From an optimization exercise on the open Yosys and OpenROAD flow, aimed at small area, a short achievable clock period and few clock cycles; shortcuts taken in it are not production practice. Where RTL was checked, it was by simulation tests only, not by an equivalence proof against the original. No activity file was given, so power comes from the tool's default toggle rates.

== 11-13 ==
Design LASER, start of the top module:
module LASER(CLK, RST, X, Y, C1X, C1Y, C2X, C2Y, DONE);
input CLK, RST;
input [3:0] X, Y;
output reg DONE;
output [3:0] C1X, C1Y, C2X, C2Y;
reg rq;
reg [3:0] xq;
reg [15:0] m0;
reg [15:0] m2;
reg [15:0] m3;
reg [15:0] m4;
reg [15:0] m5;
reg [15:0] m6;
reg [15:0] m7;
reg [15:0] m8;
reg [15:0] m9;
reg [15:0] m10;
reg [15:0] m11;
reg [15:0] m12;
reg [15:0] m13;
reg [15:0] m14;
reg [5:0] u;
wire [2:0] ph = u[2:0];
reg we, keep, cut, v6, v5, upd, last1, clr;
reg [3:0] yo;    
wire [5:0] un = (rq | (u == 6'd59)) ? 6'd63 : u + 6'd1;
wire [15:0] pdec = we ? (16'd1 << yo) : 16'd0;
always @(posedge CLK) begin
  rq <= RST;
  xq <= X;
  yo <= Y - {ph, 1'b0} - 4'd4;
  u <= un;
  we    <= ~RST & (un <= 6'd39);
  keep  <= ~RST & (un <= 6'd54);
  cut   <= (un >= 6'd40) & (un <= 6'd47);
  v6    <= (un[2:0] <= 3'd6);
  v5    <= (un[2:0] <= 3'd5);
  upd   <= ~RST & (un >= 6'd43) & (un <= 6'd58);
  last1 <= (un == 6'd50);
  clr   <= RST | (un == 6'd63);
end
localparam [7:0] E0_0 = 8'b11111010, E0_1 = 8'b01111111;
wire [1:0] wr0 = m0[1:0] & ~({2{cut}} & {E0_1[ph], E0_0[ph]});
always @(posedge CLK) m0 <= (keep ? {wr0, m0[15:2]} : 16'd0) | ((xq == 4'd0) ? pdec : 16'd0);
localparam [7:0] E2_0 = 8'b01110111, E2_1 = 8'b10101111;
wire [1:0] wr2 = m2[1:0] & ~({2{cut}} & {E2_1[ph], E2_0[ph]});
always @(posedge CLK) m2 <= (keep ? {wr2, m2[15:2]} : 16'd0) | ((xq == 4'd2) ? pdec : 16'd0);
localparam [7:0] E3_0 = 8'b01110111, E3_1 = 8'b10101111;
wire [1:0] wr3 = m3[1:0] & ~({2{cut}} & {E3_1[ph], E3_0[ph]});
always @(posedge CLK) m3 <= (keep ? {wr3, m3[15:2]} : 16'd0) | ((xq == 4'd3) ? pdec : 16'd0);
localparam [7:0] E4_0 = 8'b11111111, E4_1 = 8'b10101111;
wire [1:0] wr4 = m4[1:0] & ~({2{cut}} & {E4_1[ph], E4_0[ph]});
always @(posedge CLK) m4 <= (keep ? {wr4, m4[15:2]} : 16'd0) | ((xq == 4'd4) ? pdec : 16'd0);
localparam [7:0] E5_0 = 8'b01110111, E5_1 = 8'b10101111;
wire [1:0] wr5 = m5[1:0] & ~({2{cut}} & {E5_1[ph], E5_0[ph]});
always @(posedge CLK) m5 <= (keep ? {wr5, m5[15:2]} : 16'd0) | ((xq == 4'd5) ? pdec : 16'd0);
localparam [7:0] E6_0 = 8'b01110111, E6_1 = 8'b10101111;
wire [1:0] wr6 = m6[1:0] & ~({2{cut}} & {E6_1[ph], E6_0[ph]});
  ...
clock: 6.0 ns
lec_check: 0
abc_area: 1
cap_margin: 20
core_margin: 2
core_utilization: 40
cts_buf_list: sky130_fd_sc_hd__clkbuf_16
cts_cluster_diameter: 150
cts_cluster_size: 20
setup_slack_margin: 3.8
slew_margin: 20
run.sh (not shown) runs the stock make flow with config.mk's settings and CLKGATE_MAP_FILE= SYNTH_SCRIPT=/design/flow/synth_recipe.tcl, a recipe that flattens the netlist after the stock synthesis.
Testbench counts of 11-13, summed over its fixed seeds: cycles 15,608.
#### Input delta (03-19 over 11-13)
-- flow/design.v --
<<< 11-13, line 347
  sc[3] <= {sa3_c62, sa3_s62, sa3_s61, sa3_s59, sa3_s56};
  sc[4] <= {sa4_c71, sa4_s71, sa4_s70, sa4_s68, sa4_s65};
  sc[5] <= {sa5_c79, sa5_s79, sa5_s78, sa5_s76, sa5_s74};
  sc[6] <= {1'b0, sa6_c84, sa6_s84, sa6_s83, sa6_s81};
end
function gt5(input [4:0] a, input [4:0] b);
>>> 03-19, line 347
  sc[3] <= {sa3_c62, sa3_s62, sa3_s61, sa3_s59, sa3_s56};
  sc[4] <= {sa4_c71, sa4_s71, sa4_s70, sa4_s68, sa4_s65};
  sc[5] <= {1'd0, sa5_s79, sa5_s78, sa5_s76, sa5_s74};
  sc[6] <= {1'd0, sa6_c84, sa6_s84, sa6_s83, sa6_s81};
end
function gt5(input [4:0] a, input [4:0] b);
Findings:
The sequential share of layout area of 11-13 and that of 03-19 are within noise of each other. Looking at total number of vias across 03-19 and 11-13, the one that comes out lower is 11-13. As far as sequential cell count is concerned, 03-19 and 11-13 perform about the same. In the flow results for 03-19 and 11-13, the area fraction in compound gates after synthesis is larger on 11-13. Delta(combinational cell fraction of total power, 03-19 - 11-13) > 0. On final standard cell utilization of the core, 03-19 and 11-13 are neck and neck.
Only the layout flow was run in 03-19; the RTL was not checked for function there.


Another version of the RTL of LASER (not shown whole).
Size in the first run: roughly 390 flip-flops, ~27 I/O pins.
Settings: LEC_CHECK=0, CAP_MARGIN=20, CORE_MARGIN=2, CORE_UTILIZATION=40, SLEW_MARGIN=20; clock period 6.0 ns.
The first run produced a clean layout.
Then changed:
--- a/flow/design.v
+++ b/flow/design.v
@@ -188,34 +188,26 @@
   sc[4] <= {1'd0, qa4} + {1'd0, qb4} + {2'd0, c0s} + {4'd0, c04};
   sc[5] <= {1'd0, qa5} + {1'd0, qb5} + {4'd0, c00} + {4'd0, c04};
   sc[6] <= {1'd0, qa6} + {1'd0, qb6} + {2'd0, c0s};
 end
 reg [4:0] bs;
 reg [2:0] bx, br, b1x, b1r;
 wire [4:0] bse = first2 ? 5'd0 : bs;
 wire [2:0] bre = first2 ? 3'd0 : br;
 wire early = row2 < bre;
-function gt5(input [4:0] a, input [4:0] b);
-  reg [4:0] e;
-  begin
-    e = a ~^ b;
-    gt5 = (a[4] & ~b[4]) | (e[4] & a[3] & ~b[3]) | (e[4] & e[3] & a[2] & ~b[2]) |
-          (e[4] & e[3] & e[2] & a[1] & ~b[1]) | (e[4] & e[3] & e[2] & e[1] & a[0] & ~b[0]);
-  end
-endfunction
 reg [6:0] win;
 integer i, j;
 always @(*) begin
   for (i = 0; i < 7; i = i + 1) begin
-    win[i] = early ? ~gt5(bse, sc[i]) : gt5(sc[i], bse);
+    win[i] = early ? (sc[i] >= bse) : (sc[i] > bse);
     for (j = 0; j < 7; j = j + 1)
-      if (j < i) win[i] = win[i] & gt5(sc[i], sc[j]);
-      else if (j > i) win[i] = win[i] & ~gt5(sc[j], sc[i]);
+      if (j < i) win[i] = win[i] & (sc[i] > sc[j]);
+      else if (j > i) win[i] = win[i] & (sc[i] >= sc[j]);
   end
 end
 reg [4:0] ws;
 always @(*) begin
   ws = 5'd0;
   for (i = 0; i < 7; i = i + 1) ws = ws | (win[i] ? sc[i] : 5'd0);
 end
 wire [2:0] wx = {win[3] | win[4] | win[5] | win[6], win[1] | win[2] | win[5] | win[6],
                  win[0] | win[2] | win[4] | win[6]};
Result: Setup slack gets better by 0.099 ns. Clock skew drops by 0.010 ns. Total power increases by 1.8%. Via count drops by 4.0%. Routed wire length drops by 5.1%. Critical path depth fell by 2. Worst hold slack barely changes. Flip-flop and latch count stays the same.
No functional check of the RTL was part of any run of this note.

afterwards: timing with drivers on the ports:
No port has a modelled driver above. Below, the same layouts with a new extraction and two added sets of constraints. Step 1, drivers: a clkbuf_16 drives CLK and a buf_2 each remaining input, both assumed. Step 2 moves the port delays by t, midway between the first and last clock arrival at a register: inputs arrive t later, outputs are due t later. That takes back most of the time a late clock gives input paths. Three values: no drivers, after step 1, after step 2; two values: the first two.
| run | shift t [ns] | slack for setup (ns) | worst hold slack (ns) | worst register clock-pin slew, ns |
|---|---|---|---|---|
| 11-13 | 0.568 | 3.798 / 3.762 / 3.493 | 0.345 / 0.345 / 0.345 | 0.08 / 0.08 |
| 03-19 | 0.566 | 3.787 / 3.755 / 3.279 | 0.348 / 0.348 / 0.348 | 0.09 / 0.09 |
| the first run of note 2 | 0.601 | 2.036 / 2.036 / 2.036 | 0.326 / 0.326 / 0.326 | 0.06 / 0.06 |
| the second run of note 2 | 0.617 | 2.135 / 2.135 / 2.135 | 0.325 / 0.325 / 0.325 | 0.06 / 0.06 |
After both steps setup and hold are still met in every run listed. The setup slack of 03-19, which loses most, moves by -0.032 ns with the drivers and by -0.508 ns with both steps.
